What follows belongs to an exercise in optimizing a design on an open flow for small area; a production flow would make more cautious choices.
Power figures rest on the tool's default switching activity, not on a simulated workload.

## before
==> module moving_average_v5, before the edit <==
module moving_average_v5 (
    input wire clk,
    input wire rst_n,
    input wire enable,
    input wire data_refresh,
    input wire output_refresh_mode,
    input wire signed [15:0] din,
    input wire [2:0] mode,
    output reg signed [15:0] dout,
    output reg output_pulse
);
reg [27:4] acc;
reg [15:0] h0, h1, h2, h3;
reg [3:0] cnt;
reg init_flag;
wire upd  = enable & data_refresh;
wire load = ~init_flag & (cnt == 4'd0);
reg [23:0] x, y;
always @* begin
    if (!upd)
        x = 24'b0;
    else if (init_flag)
        x = {{8{din[15]}}, din};
    else if (load)
        x = {din, 8'b0};
    else
        x = {{4{din[15]}}, din, 4'b0};
    y = (upd & init_flag) ? ~{{8{h3[15]}}, h3} : 24'b0;
end
wire cin_a = upd & init_flag;
wire [23:0] xs = acc ^ x ^ y;
wire [23:0] xc = (acc & x) | (acc & y) | (x & y);
wire [23:0] acc_next;
ma5_add #(.W(24), .F(4), .B(4)) u_acc_add (
    .a(xs), .b({xc[22:0], cin_a}), .cin(1'b0), .s(acc_next)
);
wire m1 = (mode == 3'b001);
wire m2 = (mode == 3'b010);
wire m3 = (mode == 3'b011);
wire [15:0] q = ({16{m1}} & ~h2) | ({16{m2}} & h1) | ({16{m3}} & acc[27:12]);
wire [15:0] t1s = h0 ^ h1 ^ h2;
wire [15:0] t1c = (h0 & h1) | (h0 & h2) | (h1 & h2);
wire [15:0] t1cs = {t1c[14:0], 1'b0};
wire [15:0] t2s = t1s ^ t1cs ^ q;
wire [15:0] t2c = (t1s & t1cs) | (t1s & q) | (t1cs & q);
wire [15:0] w;
ma5_add #(.W(16), .F(4), .B(4)) u_out_add (
    .a(t2s), .b({t2c[14:0], m1}), .cin(1'b0), .s(w)
);
reg [15:0] dnext;
always @* begin
    case (mode)
        3'b001:         dnext = {w[15], w[15:1]};
        3'b010, 3'b011: dnext = {{2{w[15]}}, w[15:2]};
        3'b100, 3'b101: dnext = acc[27:12];
        default:        dnext = din;
    endcase
end
reg pnext;
always @* begin
    case (mode)
        3'b001:  pnext = cnt[0];
        3'b010:  pnext = (cnt[1:0] == 2'b10);
        3'b011:  pnext = (cnt[1:0] == 2'b11);
        3'b100:  pnext = (cnt == 4'b0111);
        3'b101:  pnext = (cnt == 4'b1111);
        default: pnext = 1'b1;
    endcase
end
always @(posedge clk or negedge rst_n) begin
    if (!rst_n) begin
        acc <= 24'b0;
    end else begin
        acc <= acc_next;
    end
end
always @(posedge clk or negedge rst_n) begin
    if (!rst_n) begin
        h0 <= 16'b0; h1 <= 16'b0; h2 <= 16'b0;
        cnt <= 4'b0;
        init_flag <= 1'b0;
        dout <= 16'b0;
        output_pulse <= 1'b0;
    end else if (enable) begin
        if (data_refresh) begin
            h0 <= din; h1 <= h0; h2 <= h1;
            if (!init_flag) begin
                cnt <= cnt + 4'd1;
                if (cnt == 4'd15) init_flag <= 1'b1;
            end
        end
        output_pulse <= data_refresh & (output_refresh_mode | pnext);
        dout <= dnext;
    end
end
always @(posedge clk) begin
    if (enable & data_refresh) h3 <= h2;
end
endmodule
Settings: LEC_CHECK=0, ABC_AREA=1, CAP_MARGIN=20, CORE_MARGIN=2, CORE_UTILIZATION=60, CTS_BUF_LIST=sky130_fd_sc_hd__clkbuf_8, SLEW_MARGIN=20; clock period 6.0 ns.
standard.sh (not shown) runs the stock make flow with config.mk's settings and CLKGATE_MAP_FILE= SYNTH_SCRIPT=/design/flow/synth_recipe.tcl, a recipe that flattens the netlist after the stock synthesis.
==> flow/flow/run.sh <==
#!/bin/bash
# The standard layout with an area pass after its standard synthesis:
#  * each port gets the smallest buffer (buf_1);
#  * clock tree synthesis inserts no dummy loads;
#  * the synthesized netlist is improved without touching its registers:
#    fa_polarity.py picks each full adder's polarity (a full adder is
#    self-dual) to drop inverters, and abc re-maps the remaining logic for
#    area (reabc.ys), three times over; the result replaces 1_2_yosys.v and the
#    standard flow continues from there. Timing is then repaired by the flow.
set -euo pipefail
export BUFFER_PORTS_ARGS="-buffer_cell sky130_fd_sc_hd__buf_1"
export CTS_ARGS="-sink_clustering_enable -repair_clock_nets -buf_list sky130_fd_sc_hd__clkbuf_8 -dont_use_dummy_load"
R=orfs/results/sky130hd/moving_average_v5/base
L=orfs/logs/sky130hd/moving_average_v5/base
LIB=$FLOW_HOME/platforms/sky130hd/lib/sky130_fd_sc_hd__tt_025C_1v80.lib
bash standard.sh synth > synth.log 2>&1
cp $R/1_2_yosys.v yosys_standard.v
DONTUSE=$(grep -o -- "-dont_use [^ ]*" $L/1_2_yosys.log | sort -u | tr '\n' ' ')
cur=yosys_standard.v
for i in 1 2 3; do
  python3 flow/fa_polarity.py $cur pol$i.v >> fa_polarity.log 2>&1
  sed -e "s#@LIB@#$LIB#g" -e "s#@IN@#pol$i.v#" -e "s#@OUT@#abc$i.v#" \
      -e "s#@SCRIPT@#flow/amap.script#" -e "s#@TOP@#$FLOW_TOP#" \
      -e "s#@DONTUSE@#$DONTUSE#" flow/reabc.ys > reabc$i.ys
  yosys -l reabc$i.log reabc$i.ys > /dev/null
  cur=abc$i.v
done
python3 flow/fa_polarity.py $cur yosys_final.v >> fa_polarity.log 2>&1
cp yosys_final.v $R/1_2_yosys.v
rm -f $R/1_synth.odb
bash standard.sh > standard.log 2>&1
Other scripts of this flow, unchanged in this note and not shown: flow/flow/amap.script, flow/flow/fa_polarity.py, flow/flow/reabc.ys
Input-level comparison between after and before:
--- a/flow/design.v
+++ b/flow/design.v
@@ -61,15 +61,19 @@
 wire [23:0] xs = acc ^ x ^ y;
 wire [23:0] xc = (acc & x) | (acc & y) | (x & y);
 wire [23:0] acc_next;
-ma5_add #(.W(24), .F(4), .B(4)) u_acc_add (
+ma5_add #(.W(24), .F(4), .B(5)) u_acc_add (
     .a(xs), .b({xc[22:0], cin_a}), .cin(1'b0), .s(acc_next)
 );
 wire m1 = (mode == 3'b001);
 wire m2 = (mode == 3'b010);
 wire m3 = (mode == 3'b011);
-wire [15:0] q = ({16{m1}} & ~h2) | ({16{m2}} & h1) | ({16{m3}} & acc[27:12]);
-wire [15:0] t1s = h0 ^ h1 ^ h2;
-wire [15:0] t1c = (h0 & h1) | (h0 & h2) | (h1 & h2);
+wire [2:0] hv = {3{init_flag}} | {cnt > 4'd2, cnt > 4'd1, cnt != 4'd0};
+wire [15:0] g0 = h0 & {16{hv[0]}};
+wire [15:0] g1 = h1 & {16{hv[1]}};
+wire [15:0] g2 = h2 & {16{hv[2]}};
+wire [15:0] q = ({16{m1}} & ~g2) | ({16{m2}} & g1) | ({16{m3}} & acc[27:12]);
+wire [15:0] t1s = g0 ^ g1 ^ g2;
+wire [15:0] t1c = (g0 & g1) | (g0 & g2) | (g1 & g2);
 wire [15:0] t1cs = {t1c[14:0], 1'b0};
 wire [15:0] t2s = t1s ^ t1cs ^ q;
 wire [15:0] t2c = (t1s & t1cs) | (t1s & q) | (t1cs & q);
@@ -106,14 +110,12 @@
 end
 always @(posedge clk or negedge rst_n) begin
     if (!rst_n) begin
-        h0 <= 16'b0; h1 <= 16'b0; h2 <= 16'b0;
         cnt <= 4'b0;
         init_flag <= 1'b0;
         dout <= 16'b0;
         output_pulse <= 1'b0;
     end else if (enable) begin
         if (data_refresh) begin
-            h0 <= din; h1 <= h0; h2 <= h1;
             if (!init_flag) begin
                 cnt <= cnt + 4'd1;
                 if (cnt == 4'd15) init_flag <= 1'b1;
@@ -124,6 +126,8 @@
     end
 end
 always @(posedge clk) begin
-    if (enable & data_refresh) h3 <= h2;
+    if (enable & data_refresh) begin
+        h0 <= din; h1 <= h0; h2 <= h1; h3 <= h2;
+    end
 end
 endmodule
==> notes.md <==
- after ended with every stage complete and zero timing, DRC or antenna violations.
- Worst-case setup slack after placement: lower on after
- Layout inverter count without the clock tree shrinks by more than 10% when moving from before to after.
- From before to after the numbers moved as follows: layout-stage area growth over the synthesis result went up 3.2 points, total global routing track utilization up 2.6 points, cell internal power dissipation -about 16%, met1 routed wirelength after detailed routing shows an increase of 1.7%, worst slew margin relative to its limit +12 points.
- Summary of after over before: total number of vias increased by 89 relative to the old numbers; overall power now smaller.
- For total power per unit cell area, dividing the value from before by the value from after gives 1.3.
- Fill cell instance count of the final layout (after over before): decrease, about 5%
- Compared with before, after shows a cell count after placement that is 9 lower.
- Re clock latency of the later-clocked register in the worst-skew pair: before was lower than after.
- Between before and after, routed wire length is higher for after, before comes in under that.
Function was not checked in any run of this note: the RTL went through the layout flow alone.

port drivers added, routing unchanged:
How much do the figures lean on ideal ports? The routed layouts below were timed once more, with nothing changed but the port constraints. Step 1 sets driving cells, clkbuf_16 on the clock port and buf_2 on the other inputs (assumed; they add their load-dependent delay and slew). Step 2 times the ports against the registers' clock, not the clock port: input delays grow and output delays shrink by t, the midpoint of the rising clock arrivals with the driver on. Slacks: no drivers / after step 1 / after step 2; pairs: no drivers / after step 1.
run | t, ns | slack for setup (ns) | hold WS [ns] | worst setup path after step 2 | slew at the worst register clock pin (ns)
before | 0.416 | 0.553 / 0.568 / 0.152 | 0.490 / 0.490 / 0.490 | input to register | 0.10 / 0.10
after | 0.433 | 0.382 / 0.393 / -0.040 | 0.453 / 0.453 / 0.453 | input to register | 0.11 / 0.11
With both steps, setup timing fails in after, where it was met with ideal ports. The setup slack of after, which loses most, moves by +0.011 ns with the drivers and by -0.422 ns with both steps.
